What follows belongs to an exercise in optimizing a design on an open flow for small area; a production flow would make more cautious choices. The RTL was checked by simulation tests, not by an equivalence proof against the original design. No driver is modelled on the clock port, so clocking that relies on it looks cheaper here than on a real chip. No activity file was given, so power comes from the tool's default toggle rates.

==> inputs of v32 <==
==> flow/design.v <==
module i2c_wrapper #(
    parameter ADDR_WIDTH = 8,
    parameter DATA_WIDTH = 32
)(
    input  logic                    pclk,
    input  logic                    presetn,
    input  logic [ADDR_WIDTH-1:0]   paddr,
    input  logic                    psel,
    input  logic                    penable,
    input  logic                    pwrite,
    input  logic [DATA_WIDTH-1:0]   pwdata,
    output logic [DATA_WIDTH-1:0]   prdata,
    output logic                    pready,
    output logic                    pslverr,
    input  logic                    sda_in,
    output logic                    sda_out,
    output wire                     scl
);
    wire a_ctl = (paddr == 8'h00);
    wire a_adr = (paddr == 8'h04);
    wire a_reg = (paddr == 8'h08);
    wire a_din = (paddr == 8'h0C);
    wire a_out = (paddr == 8'h10);
    wire a_sts = (paddr == 8'h14);
    wire a_ok  = a_ctl | a_adr | a_reg | a_din | a_out | a_sts;
    wire acc = psel & penable;
    wire wr  = acc & pwrite;
    assign pready  = acc;
    assign pslverr = acc & (~a_ok | (pwrite & (a_out | a_sts)));
    reg  [3:1]  ctrl;                  
    reg  [31:0] r_adr, r_reg, r_din;   
    reg  [31:0] r_out;                 
    reg         v_adr, v_reg, v_din, v_out;
    reg         st_busy, st_err;       
    wire op   = ctrl[1];
    wire mode = ctrl[2];
    always @(posedge pclk or negedge presetn) begin
        if (!presetn) begin
            ctrl  <= 3'd0;
            v_adr <= 1'b0;
            v_reg <= 1'b0;
            v_din <= 1'b0;
        end else begin
            if (wr & a_ctl) ctrl[3:1] <= pwdata[3:1];
            if (wr & a_adr) v_adr <= 1'b1;
            if (wr & a_reg) v_reg <= 1'b1;
            if (wr & a_din) v_din <= 1'b1;
        end
    end
    always @(posedge pclk) begin
        if (wr & a_adr) r_adr <= pwdata;
        if (wr & a_reg) r_reg <= pwdata;
        if (wr & a_din) r_din <= pwdata;
    end
    localparam [3:0] IDLE = 4'd0,  START = 4'd1,  SLV  = 4'd2,  ACK_SA = 4'd3,
                     REG  = 4'd4,  ACK_RA = 4'd5, WRD  = 4'd6,  ACK_WR = 4'd7,
                     RDD  = 4'd8,  MACK = 4'd9,   MNACK = 4'd10, STOP = 4'd11,
                     ACK_N = 4'd12,    
                     PRE = 4'd13;      
    reg [3:0] state;
    reg [3:0] bitcnt;
    reg [1:0] byte_idx;
    reg [1:0] q;           
    reg [6:0] s;           
    reg       sda_t;
    reg       ack_err;
    reg [6:0] sa;          
    reg [7:0] sr;          
    reg [31:0] buf_q;      
    reg       sa_v, sr_v;
    wire busy = (state != IDLE) & (state != PRE);
    wire start_wr = wr & a_ctl & pwdata[0];
    wire term = s[6] & ~s[5] & s[4] & s[2] & s[0];    
    wire clk3 = (q == 2'd2) & term;
    wire clk4 = (q == 2'd3) & term;
    wire bit_last = bitcnt[3];
    always @(posedge pclk) begin
        if (!busy | term) s <= 7'd1;
        else              s <= {s[5:0], s[6] ^ s[5]};
        if (!busy)        q <= 2'd0;
        else if (term)    q <= q + 2'd1;
    end
    wire last_byte = mode ? (byte_idx == 2'd3) : (byte_idx == 2'd0);
    wire [1:0] tsel   = mode ? byte_idx : 2'd0;
    wire [2:0] bsel   = 3'd7 - bitcnt[2:0];
    wire tx_bit  = buf_q[{~tsel, 3'd7}];
    wire sa_bit  = (bitcnt[2:0] == 3'd7) ? op : (sa[bsel - 3'd1] & sa_v);
    wire sr_bit  = sr[bsel] & sr_v;
    wire sample = (state == RDD) & ~bit_last & clk3;
    wire rot    = (state == WRD) & ~bit_last & clk4;
    wire [3:0] sh;
    assign sh[0] = rot | (sample & (~mode | (byte_idx == 2'd3)));    
    assign sh[1] = rot | (sample & mode & (byte_idx == 2'd2));
    assign sh[2] = rot | (sample & mode & (byte_idx == 2'd1));
    assign sh[3] = rot | (sample & mode & (byte_idx == 2'd0));
    wire rd_enter = (state == ACK_RA) & clk4 & op;
    wire keep = busy & ~rd_enter;
    wire [31:0] prev;
    wire [31:0] buf_d;
    wire [3:0]  buf_en;
    genvar k;
    generate
        for (k = 0; k < 4; k = k + 1) begin : g_byte
            assign prev[8*k +: 8] = {buf_q[8*k +: 7], rot ? buf_q[8*k+7] : sda_in};
            assign buf_en[k] = ~busy | rd_enter | sh[k];
        end
    endgenerate
    assign buf_d = ({32{keep}} & prev) | ({32{~busy & v_din}} & r_din);
    integer i;
    always @(posedge pclk) begin
        for (i = 0; i < 4; i = i + 1)
            if (buf_en[i]) buf_q[8*i +: 8] <= buf_d[8*i +: 8];
        if (!busy) begin
            sa    <= r_adr[6:0];
            sr    <= r_reg[7:0];
            sa_v  <= v_adr;
            sr_v  <= v_reg;
        end
    end
    always @(posedge pclk or negedge presetn) begin
        if (!presetn) begin
            state    <= IDLE;
            sda_t    <= 1'b1;
            v_out    <= 1'b0;
        end else begin
            case (state)
            IDLE, PRE: begin
                sda_t   <= 1'b1;
                state   <= (state == PRE) ? START : start_wr ? PRE : IDLE;
            end
            START: begin
                sda_t  <= ~q[1];
                if (clk4) state <= SLV;
            end
            SLV, REG, WRD: begin
                if (!bit_last) begin
                    if (q == 2'd1)
                        sda_t <= (state == SLV) ? sa_bit : (state == REG) ? sr_bit : tx_bit;
                end else begin
                    state  <= state + 4'd1;
                end
            end
            ACK_SA, ACK_RA, ACK_WR: begin
                if (clk3 & sda_in) state <= ACK_N;
                if (clk4) begin
                    if (state == ACK_SA) begin
                        state <= REG;
                    end else if (state == ACK_RA) begin
                        state <= op ? RDD : WRD;
                    end else begin
                        if (last_byte) state <= STOP;
                        else state <= WRD;
                    end
                end
            end
            ACK_N: begin
                if (clk4) begin
                    state   <= STOP;
                end
            end
            RDD: begin
                if (!bit_last) begin
                end else begin
                    state  <= last_byte ? MNACK : MACK;
                end
            end
            MACK: begin
                sda_t  <= 1'b0;
                if (clk4) begin
                    state    <= RDD;
                end
            end
            MNACK: begin
                sda_t  <= ~clk4;
                if (clk4) begin
                    v_out <= 1'b1;
                    state <= STOP;
                end
            end
            STOP: begin
                sda_t  <= q[1];
                if (clk4) state <= start_wr ? PRE : IDLE;
            end
            default: state <= IDLE;
            endcase
        end
    end
    wire idle_like = ~busy;
    wire in_data   = (state == SLV) | (state == REG) | (state == WRD) | (state == RDD);
    wire bc_inc    = in_data & ~bit_last & clk4;
    wire bc_clr    = idle_like | (in_data & bit_last);
    wire bi_inc    = ((state == ACK_WR) & clk4 & ~last_byte) | ((state == MACK) & clk4);
    always @(posedge pclk) begin
        bitcnt   <= (bitcnt + {3'd0, bc_inc}) & {4{~bc_clr}};
        byte_idx <= (byte_idx + {1'b0, bi_inc}) & {2{~idle_like}};
        ack_err  <= (ack_err | ((state == ACK_N) & clk4)) & ~idle_like;
    end
    always @(posedge pclk) begin
        if ((state == MNACK) & clk4) r_out <= buf_q;
        st_busy <= busy;
        st_err  <= ack_err;
    end
    wire s_first = (s == 7'd1);
    assign scl = ~busy | (state == START) |
                 ((state == STOP) ? (q[1] | (q[0] & ~s_first))
                                  : (q[1] & (q[0] | ~s_first)));
    wire sda_en = ~(~busy | (state == ACK_SA) | (state == ACK_RA) |
                    (state == ACK_WR) | (state == ACK_N) | (state == RDD) |
                    ((state == START) & (q == 2'd0) & s_first));
    assign sda_out = ~sda_en | sda_t;
    wire s_adr = a_adr & v_adr;
    wire s_reg = a_reg & v_reg;
    wire s_din = a_din & v_din;
    wire s_out = a_out & v_out;
    assign prdata = ({32{s_adr}} & r_adr) | ({32{s_reg}} & r_reg) |
                    ({32{s_din}} & r_din) | ({32{s_out}} & r_out) |
                    {28'd0, {3{a_ctl}} & ctrl, 1'b0} | {30'd0, {2{a_sts}} & {st_err, st_busy}};
endmodule
==> flow/flow/run.sh <==
#!/bin/bash
# Layout flow: the standard flow (standard.sh) with these changes.
#  1. After the standard synthesis, the combinational cells are mapped again
#     by ABC with an area-oriented script (flow/area.abc). The flip-flops
#     are black boxes in that step, so every register keeps its instance
#     name and cell type from the standard synthesis.
#  2. The ports are buffered with sky130_fd_sc_hd__buf_1.
#  3. The clock tree is built by flow/clock_tree.tcl (two balanced buffer
#     levels: one root buffer fed by the clock port, one leaf buffer per
#     group of nearby flip-flops), sourced at the start of ORFS's CTS step;
#     TritonCTS is then pointed at the clock port net only, which now has a
#     single sink, so it adds nothing. The rest of the CTS step (placement
#     legalisation, timing repair) runs as usual.
# Each tool's output goes to a log file of its own in this folder.
set -euo pipefail
LIB=$FLOW_HOME/platforms/sky130hd/lib/sky130_fd_sc_hd__tt_025C_1v80.lib
R=orfs/results/sky130hd/i2c_wrapper/base
DU=$(grep -A40 "DONT_USE_CELLS +=" $FLOW_HOME/platforms/sky130hd/config.mk | grep -oE "sky130_fd_sc_hd__[a-z0-9_]+" | sed 's/^/-dont_use /' | tr '\n' ' ')
export CLK_PORT=$(sed -n 's/.*create_clock.*get_ports {*\([A-Za-z0-9_]*\)}*.*/\1/p' constraint.sdc | head -1)

bash standard.sh synth > 1_standard_synth.log 2>&1
cp $R/1_2_yosys.v std_synth.v
python3 flow/comb_lib.py $LIB comb.lib > 2_comb_lib.log 2>&1
yosys -p "read_liberty comb.lib; read_liberty -lib -nooverwrite $LIB; \
  read_verilog std_synth.v; hierarchy -check -top $FLOW_TOP; flatten; rename -hide w:*.*; \
  hierarchy -top $FLOW_TOP; read_liberty -lib -nooverwrite $LIB; opt -purge; \
  abc -liberty $LIB $DU -script flow/area.abc; opt_clean -purge; \
  setundef -zero; \
  hilomap -singleton -hicell sky130_fd_sc_hd__conb_1 HI -locell sky130_fd_sc_hd__conb_1 LO; \
  insbuf -buf sky130_fd_sc_hd__buf_4 A X; opt_clean -purge; \
  check -assert -mapped; stat -liberty $LIB; \
  write_verilog -noattr -nohex -nodec reabc.v" > 3_reabc_yosys.log 2>&1
cp reabc.v $R/1_2_yosys.v
bash standard.sh 'BUFFER_PORTS_ARGS=-buffer_cell sky130_fd_sc_hd__buf_1' \
  "PRE_CTS_TCL=$PWD/flow/clock_tree.tcl" \
  "CTS_ARGS=-clk_nets $CLK_PORT -buf_list sky130_fd_sc_hd__clkbuf_4" \
  finish > 4_standard_finish.log 2>&1
==> flow/flow/area.abc <==
&get -n
&st
&dc2
&dch -f
&nf -R 1000 -p -a
&st
&dc2
&dch -f
&nf -R 1000 -p -a
&put
topo
dnsize
==> flow/flow/clock_tree.tcl <==
# Builds the clock tree by hand before ORFS's CTS step (sourced as
# PRE_CTS_TCL): the flip-flops are split into groups of at most
# CLK_GROUP by recursive median cuts of their placement, each group gets
# one leaf buffer at its centre, and one root buffer at the centre of the
# leaf buffers is driven by the clock port. Every flip-flop sees the same
# two buffer levels.
set leaf_cell sky130_fd_sc_hd__clkbuf_4
set root_cell sky130_fd_sc_hd__clkbuf_16
set group_max 10
if { [info exists ::env(CLK_GROUP)] } { set group_max $::env(CLK_GROUP) }
if { [info exists ::env(CLK_LEAF)] } { set leaf_cell $::env(CLK_LEAF) }
if { [info exists ::env(CLK_ROOT)] } { set root_cell $::env(CLK_ROOT) }

set db [ord::get_db]
set block [ord::get_db_block]
set clk_net [$block findNet $::env(CLK_PORT)]

set pts {}
foreach it [$clk_net getITerms] {
  set inst [$it getInst]
  set bb [$inst getBBox]
  set x [expr { ([$bb xMin] + [$bb xMax]) / 2 }]
  set y [expr { ([$bb yMin] + [$bb yMax]) / 2 }]
  lappend pts [list $x $y $it]
}
puts "clock_tree: [llength $pts] clock sinks"

proc split_groups { pts gmax } {
  set n [llength $pts]
  set g [expr { int(ceil(double($n) / $gmax)) }]
  if { $g <= 1 } { return [list $pts] }
  set xs [lmap p $pts { lindex $p 0 }]
  set ys [lmap p $pts { lindex $p 1 }]
  set dx [expr { [tcl::mathfunc::max {*}$xs] - [tcl::mathfunc::min {*}$xs] }]
  set dy [expr { [tcl::mathfunc::max {*}$ys] - [tcl::mathfunc::min {*}$ys] }]
  set k [expr { $dx >= $dy ? 0 : 1 }]
  set s [lsort -integer -index $k $pts]
  set g1 [expr { $g / 2 }]
  set n1 [expr { int(round(double($n) * $g1 / $g)) }]
  return [concat [split_groups [lrange $s 0 [expr { $n1 - 1 }]] $gmax] \
                 [split_groups [lrange $s $n1 end] $gmax]]
}

set groups [split_groups $pts $group_max]
puts "clock_tree: [llength $groups] groups"

set leaf_master [$db findMaster $leaf_cell]
set root_master [$db findMaster $root_cell]
set root [odb::dbInst_create $block $root_master clk_root_buf]
set root_net [odb::dbNet_create $block clk_root_net]
$root_net setSigType CLOCK
[$root findITerm X] connect $root_net

set i 0
set sx 0
set sy 0
foreach grp $groups {
  set leaf [odb::dbInst_create $block $leaf_master clk_leaf_buf_$i]
  set net [odb::dbNet_create $block clk_leaf_net_$i]
  $net setSigType CLOCK
  set cx 0
  set cy 0
  foreach p $grp {
    set it [lindex $p 2]
    $it disconnect
    $it connect $net
    set cx [expr { $cx + [lindex $p 0] }]
    set cy [expr { $cy + [lindex $p 1] }]
  }
  set cx [expr { $cx / [llength $grp] }]
  set cy [expr { $cy / [llength $grp] }]
  [$leaf findITerm X] connect $net
  [$leaf findITerm A] connect $root_net
  $leaf setLocation $cx $cy
  $leaf setPlacementStatus PLACED
  set sx [expr { $sx + $cx }]
  set sy [expr { $sy + $cy }]
  incr i
}
[$root findITerm A] connect $clk_net
$root setLocation [expr { $sx / $i }] [expr { $sy / $i }]
$root setPlacementStatus PLACED
global_connect
detailed_placement
puts "clock_tree: $i leaf buffers of $leaf_cell, root $root_cell"
==> flow/flow/comb_lib.py <==
# Writes a copy of a liberty file that keeps only the combinational cells
# (no ff, latch or statetable groups), so that yosys can read their functions
# while the sequential cells stay black boxes.
import re, sys
txt = open(sys.argv[1]).read()
starts = [m.start() for m in re.finditer(r'\n\s*cell \(', txt)]
head = txt[:starts[0]]
starts.append(txt.rindex('}'))
keep = []
for a, b in zip(starts, starts[1:]):
    seg = txt[a:b]
    if re.search(r'\b(ff|latch|statetable)\s*\(', seg):
        continue
    keep.append(seg)
open(sys.argv[2], 'w').write(head + ''.join(keep) + '\n}\n')
==> flow/standard.sh <==
#!/bin/bash
# synth_recipe.tcl (not shown) runs the flow's synth.tcl, then flattens the netlist and writes it again
# the make line also repeats each setting of config.mk as NAME=value (left out here)
make -C /OpenROAD-flow-scripts/flow DESIGN_CONFIG=/design/flow/config.mk WORK_HOME=/design/flow/orfs CLKGATE_MAP_FILE= SYNTH_SCRIPT=/design/flow/synth_recipe.tcl "${@:-finish}"
==> flow/config.mk <==
export PLATFORM = sky130hd
export DESIGN_NAME = i2c_wrapper
export DESIGN_NICKNAME = i2c_wrapper
export VERILOG_FILES = /design/flow/design.v
export SDC_FILE = /design/flow/constraint.sdc
export NUM_CORES = 4
export LEC_CHECK = 0
export CAP_MARGIN = 0
export CORE_MARGIN = 2
export CORE_UTILIZATION = 40
export SLEW_MARGIN = 0
==> flow/constraint.sdc <==
create_clock -name core_clock -period 10.0 [get_ports {pclk}]
set_input_delay 2.0000 -clock core_clock [delete_from_list [all_inputs] [get_ports {pclk}]]
set_output_delay 2.0000 -clock core_clock [all_outputs]
set_load 0.01 [all_outputs]
==> v20: changes against v32 <==
--- a/flow/design.v
+++ b/flow/design.v
@@ -33,3 +33,3 @@
     reg         v_adr, v_reg, v_din, v_out;
-    reg         st_busy, st_err;       
+    reg         st_err;                
     wire op   = ctrl[1];
@@ -58,2 +58,3 @@
                      ACK_N = 4'd12,    
+                     STOP_E = 4'd14,   
                      PRE = 4'd13;      
@@ -65,3 +66,2 @@
     reg       sda_t;
-    reg       ack_err;
     reg [6:0] sa;          
@@ -77,3 +77,3 @@
     always @(posedge pclk) begin
-        if (!busy | term) s <= 7'd1;
+        if (!busy | (term & ~(((state == STOP) | (state == STOP_E)) & (q == 2'd3)))) s <= 7'd1;
         else              s <= {s[5:0], s[6] ^ s[5]};
@@ -157,3 +157,3 @@
                 if (clk4) begin
-                    state   <= STOP;
+                    state   <= STOP_E;
                 end
@@ -179,3 +179,3 @@
             end
-            STOP: begin
+            STOP, STOP_E: begin
                 sda_t  <= q[1];
@@ -195,3 +195,2 @@
         byte_idx <= (byte_idx + {1'b0, bi_inc}) & {2{~idle_like}};
-        ack_err  <= (ack_err | ((state == ACK_N) & clk4)) & ~idle_like;
     end
@@ -199,4 +198,3 @@
         if ((state == MNACK) & clk4) r_out <= buf_q;
-        st_busy <= busy;
-        st_err  <= ack_err;
+        st_err  <= (state == STOP_E) | (st_err & ~busy & s[1]);
     end
@@ -204,8 +202,10 @@
     assign scl = ~busy | (state == START) |
-                 ((state == STOP) ? (q[1] | (q[0] & ~s_first))
+                 ((state == STOP) | (state == STOP_E) ? (q[1] | (q[0] & ~s_first))
                                   : (q[1] & (q[0] | ~s_first)));
+    wire first  = (q == 2'd0) & s_first;
     wire sda_en = ~(~busy | (state == ACK_SA) | (state == ACK_RA) |
                     (state == ACK_WR) | (state == ACK_N) | (state == RDD) |
-                    ((state == START) & (q == 2'd0) & s_first));
+                    ((state == START) & first));
     assign sda_out = ~sda_en | sda_t;
+    wire st_busy = busy ? ~((state == START) & first) : s[1];
     wire s_adr = a_adr & v_adr;
--- a/flow/flow/run.sh
+++ b/flow/flow/run.sh
@@ -3,5 +3,5 @@
 #  1. After the standard synthesis, the combinational cells are mapped again
-#     by ABC with an area-oriented script (flow/area.abc). The flip-flops
-#     are black boxes in that step, so every register keeps its instance
-#     name and cell type from the standard synthesis.
+#     by ABC with area-oriented scripts (flow/area*.abc); the smallest result
+#     is kept. The flip-flops are black boxes in that step, so every register
+#     keeps its instance name and cell type from the standard synthesis.
 #  2. The ports are buffered with sky130_fd_sc_hd__buf_1.
@@ -23,11 +23,24 @@
 python3 flow/comb_lib.py $LIB comb.lib > 2_comb_lib.log 2>&1
-yosys -p "read_liberty comb.lib; read_liberty -lib -nooverwrite $LIB; \
-  read_verilog std_synth.v; hierarchy -check -top $FLOW_TOP; flatten; rename -hide w:*.*; \
-  hierarchy -top $FLOW_TOP; read_liberty -lib -nooverwrite $LIB; opt -purge; \
-  abc -liberty $LIB $DU -script flow/area.abc; opt_clean -purge; \
-  setundef -zero; \
-  hilomap -singleton -hicell sky130_fd_sc_hd__conb_1 HI -locell sky130_fd_sc_hd__conb_1 LO; \
-  insbuf -buf sky130_fd_sc_hd__buf_4 A X; opt_clean -purge; \
-  check -assert -mapped; stat -liberty $LIB; \
-  write_verilog -noattr -nohex -nodec reabc.v" > 3_reabc_yosys.log 2>&1
+best=""
+best_area=""
+for s in flow/area*.abc; do
+  n=$(basename $s .abc)
+  yosys -p "read_liberty comb.lib; read_liberty -lib -nooverwrite $LIB; \
+    read_verilog std_synth.v; hierarchy -check -top $FLOW_TOP; flatten; rename -hide w:*.*; \
+    hierarchy -top $FLOW_TOP; read_liberty -lib -nooverwrite $LIB; opt -purge; \
+    abc -liberty $LIB $DU -script $s; opt_clean -purge; \
+    setundef -zero; \
+    hilomap -singleton -hicell sky130_fd_sc_hd__conb_1 HI -locell sky130_fd_sc_hd__conb_1 LO; \
+    insbuf -buf sky130_fd_sc_hd__buf_4 A X; opt_clean -purge; \
+    check -assert -mapped; tee -o reabc_$n.stat stat -liberty $LIB; \
+    write_verilog -noattr -nohex -nodec reabc_$n.v" > 3_reabc_yosys_$n.log 2>&1
+  a=$(sed -n "s/.*Chip area for module .*: \([0-9.]*\).*/\1/p" reabc_$n.stat | tail -1)
+  echo "$n $a" >> 3_reabc_areas.txt
+  if [[ -z "$best" ]] || awk -v a="$a" -v b="$best_area" 'BEGIN { exit !(a < b) }'; then
+    best=$n
+    best_area=$a
+  fi
+done
+echo "kept $best $best_area" >> 3_reabc_areas.txt
+cp reabc_$best.v reabc.v
 cp reabc.v $R/1_2_yosys.v
==> flow/flow/area1.abc (new file) <==
&get -n
&st
&dc2
&dch -f
&nf -R 1000 -p -a
&put
topo
dnsize
==> flow/flow/area2.abc (new file) <==
&get -n
&st
&dc2
&dch -f
&nf -R 1000 -p -a
&st
&dc2
&dch -f
&nf -R 1000 -p -a
&put
topo
dnsize
==> flow/flow/area3.abc (new file) <==
&get -n
&st
&dc2
&dch -f
&nf -R 1000 -p -a -C 32 -F 8 -A 8
&put
topo
dnsize
==> flow/flow/area4.abc (new file) <==
&get -n
&st
&dc2
&dch -f
&nf -R 1000 -p -a -E 10
&put
topo
dnsize
==> flow/flow/area5.abc (new file) <==
&get -n
&st
&dch -f
&nf -R 1000 -p
&put
topo
dnsize
==> flow/flow/area6.abc (new file) <==
&get -n
&st
&syn2
&dc2
&dch -f
&nf -R 1000 -p -a -F 8 -A 8
&put
topo
dnsize
==> flow/flow/area7.abc (new file) <==
&get -n
&st
&dc2
&dch -f
&nf -R 1000 -p -a
&st
&dc2
&dch -f
&nf -R 1000 -p -a
&st
&dc2
&dch -f
&nf -R 1000 -p -a -C 32
&put
topo
dnsize
==> flow/flow/area8.abc (new file) <==
&get -n
&st
&b
&dc2
&dch -f
&nf -R 1000 -p -a
&st
&dc2
&dch -f
&nf -R 1000 -p -a
&put
topo
dnsize
--- a/flow/flow/clock_tree.tcl
+++ b/flow/flow/clock_tree.tcl
@@ -5,6 +5,10 @@
 # leaf buffers is driven by the clock port. Every flip-flop sees the same
-# two buffer levels.
+# two buffer levels. A group whose estimated load (pins plus half-perimeter
+# wire) is large gets the stronger leaf buffer, to keep its clock slew low.
 set leaf_cell sky130_fd_sc_hd__clkbuf_4
 set root_cell sky130_fd_sc_hd__clkbuf_16
-set group_max 10
+set group_max 14
+set big_leaf_cell sky130_fd_sc_hd__clkbuf_8
+# estimated leaf load in fF: 1.75 per clock pin + 0.3 per um of half-perimeter
+set big_load_ff 36.5
 if { [info exists ::env(CLK_GROUP)] } { set group_max $::env(CLK_GROUP) }
@@ -47,2 +51,5 @@
 set leaf_master [$db findMaster $leaf_cell]
+set big_master [$db findMaster $big_leaf_cell]
+set dbu [$block getDbUnitsPerMicron]
+set nbig 0
 set root_master [$db findMaster $root_cell]
@@ -57,3 +64,14 @@
 foreach grp $groups {
-  set leaf [odb::dbInst_create $block $leaf_master clk_leaf_buf_$i]
+  set xs [lmap p $grp { lindex $p 0 }]
+  set ys [lmap p $grp { lindex $p 1 }]
+  set hp [expr { double([tcl::mathfunc::max {*}$xs] - [tcl::mathfunc::min {*}$xs] + \
+                        [tcl::mathfunc::max {*}$ys] - [tcl::mathfunc::min {*}$ys]) / $dbu }]
+  set load [expr { 1.75 * [llength $grp] + 0.3 * $hp }]
+  if { $load > $big_load_ff } {
+    set m $big_master
+    incr nbig
+  } else {
+    set m $leaf_master
+  }
+  set leaf [odb::dbInst_create $block $m clk_leaf_buf_$i]
   set net [odb::dbNet_create $block clk_leaf_net_$i]
@@ -84,2 +102,2 @@
 detailed_placement
-puts "clock_tree: $i leaf buffers of $leaf_cell, root $root_cell"
+puts "clock_tree: $i leaf buffers ($nbig of them $big_leaf_cell, the rest $leaf_cell), root $root_cell"
CORE_UTILIZATION = 70   (was 40)
removed: flow/flow/area.abc
==> comparison table <==
metric	v32	v20
Leakage	0.002982 µW	0.003004 µW
Met2 WL post-DR	9.479 mm	9.128 mm
Die extent in x	145.7 µm	110.6 µm
Sequential cell count of the final layout	207	205
Worst EP arrival	4670 ps	4820 ps
Drt total wl	19.30 mm	18.22 mm
Worst slack at placement	3305 ps	3148 ps
Clock group total power	363 µW	373 µW
Layout cells sized above 1	6.447%	5.802%
Placement Cell Area	0.008796 mm²	0.008568 mm²
Die ar.	0.02122 mm²	0.01224 mm²
Net count reported at finish	715	703
Number of nets produced by synthesis	597	593
Syn Inst Count	551	547
Netlist area before placement	0.008026 mm²	0.007961 mm²
Post-synthesis average cell area	14.57 µm²	14.55 µm²
Worst min-delay path startpoint	ack_err	buf_q[30]
Status	finished clean	finished clean
Multi-input combinational cell count	339	337

==> afterwards: timing with drivers on the ports <==
The results above use ideal ports. As a check the final layouts listed here were re-extracted and re-timed, cells and wires unchanged.
Step 1 assumes that a clkbuf_16 drives the clock port and a buf_2 every other input.
Step 2, shift: input delay + t, output delay - t, t = (earliest + latest rising clock arrival at the registers) / 2. This alone moves slack from input paths to output paths.
Slacks: ideal ports / drivers / drivers and shift; pairs: ideal ports / drivers.
run	t (ns)	setup slack, ns	latest minus earliest clock arrival (ns)
v32	0.448	3.327 / 3.300 / 3.300	0.028 / 0.028
v20	0.440	3.177 / 3.157 / 3.157	0.044 / 0.045
After both steps every run listed still meets setup and hold. The setup slack of v32, which loses most, moves by -0.027 ns with the drivers and by -0.027 ns with both steps.
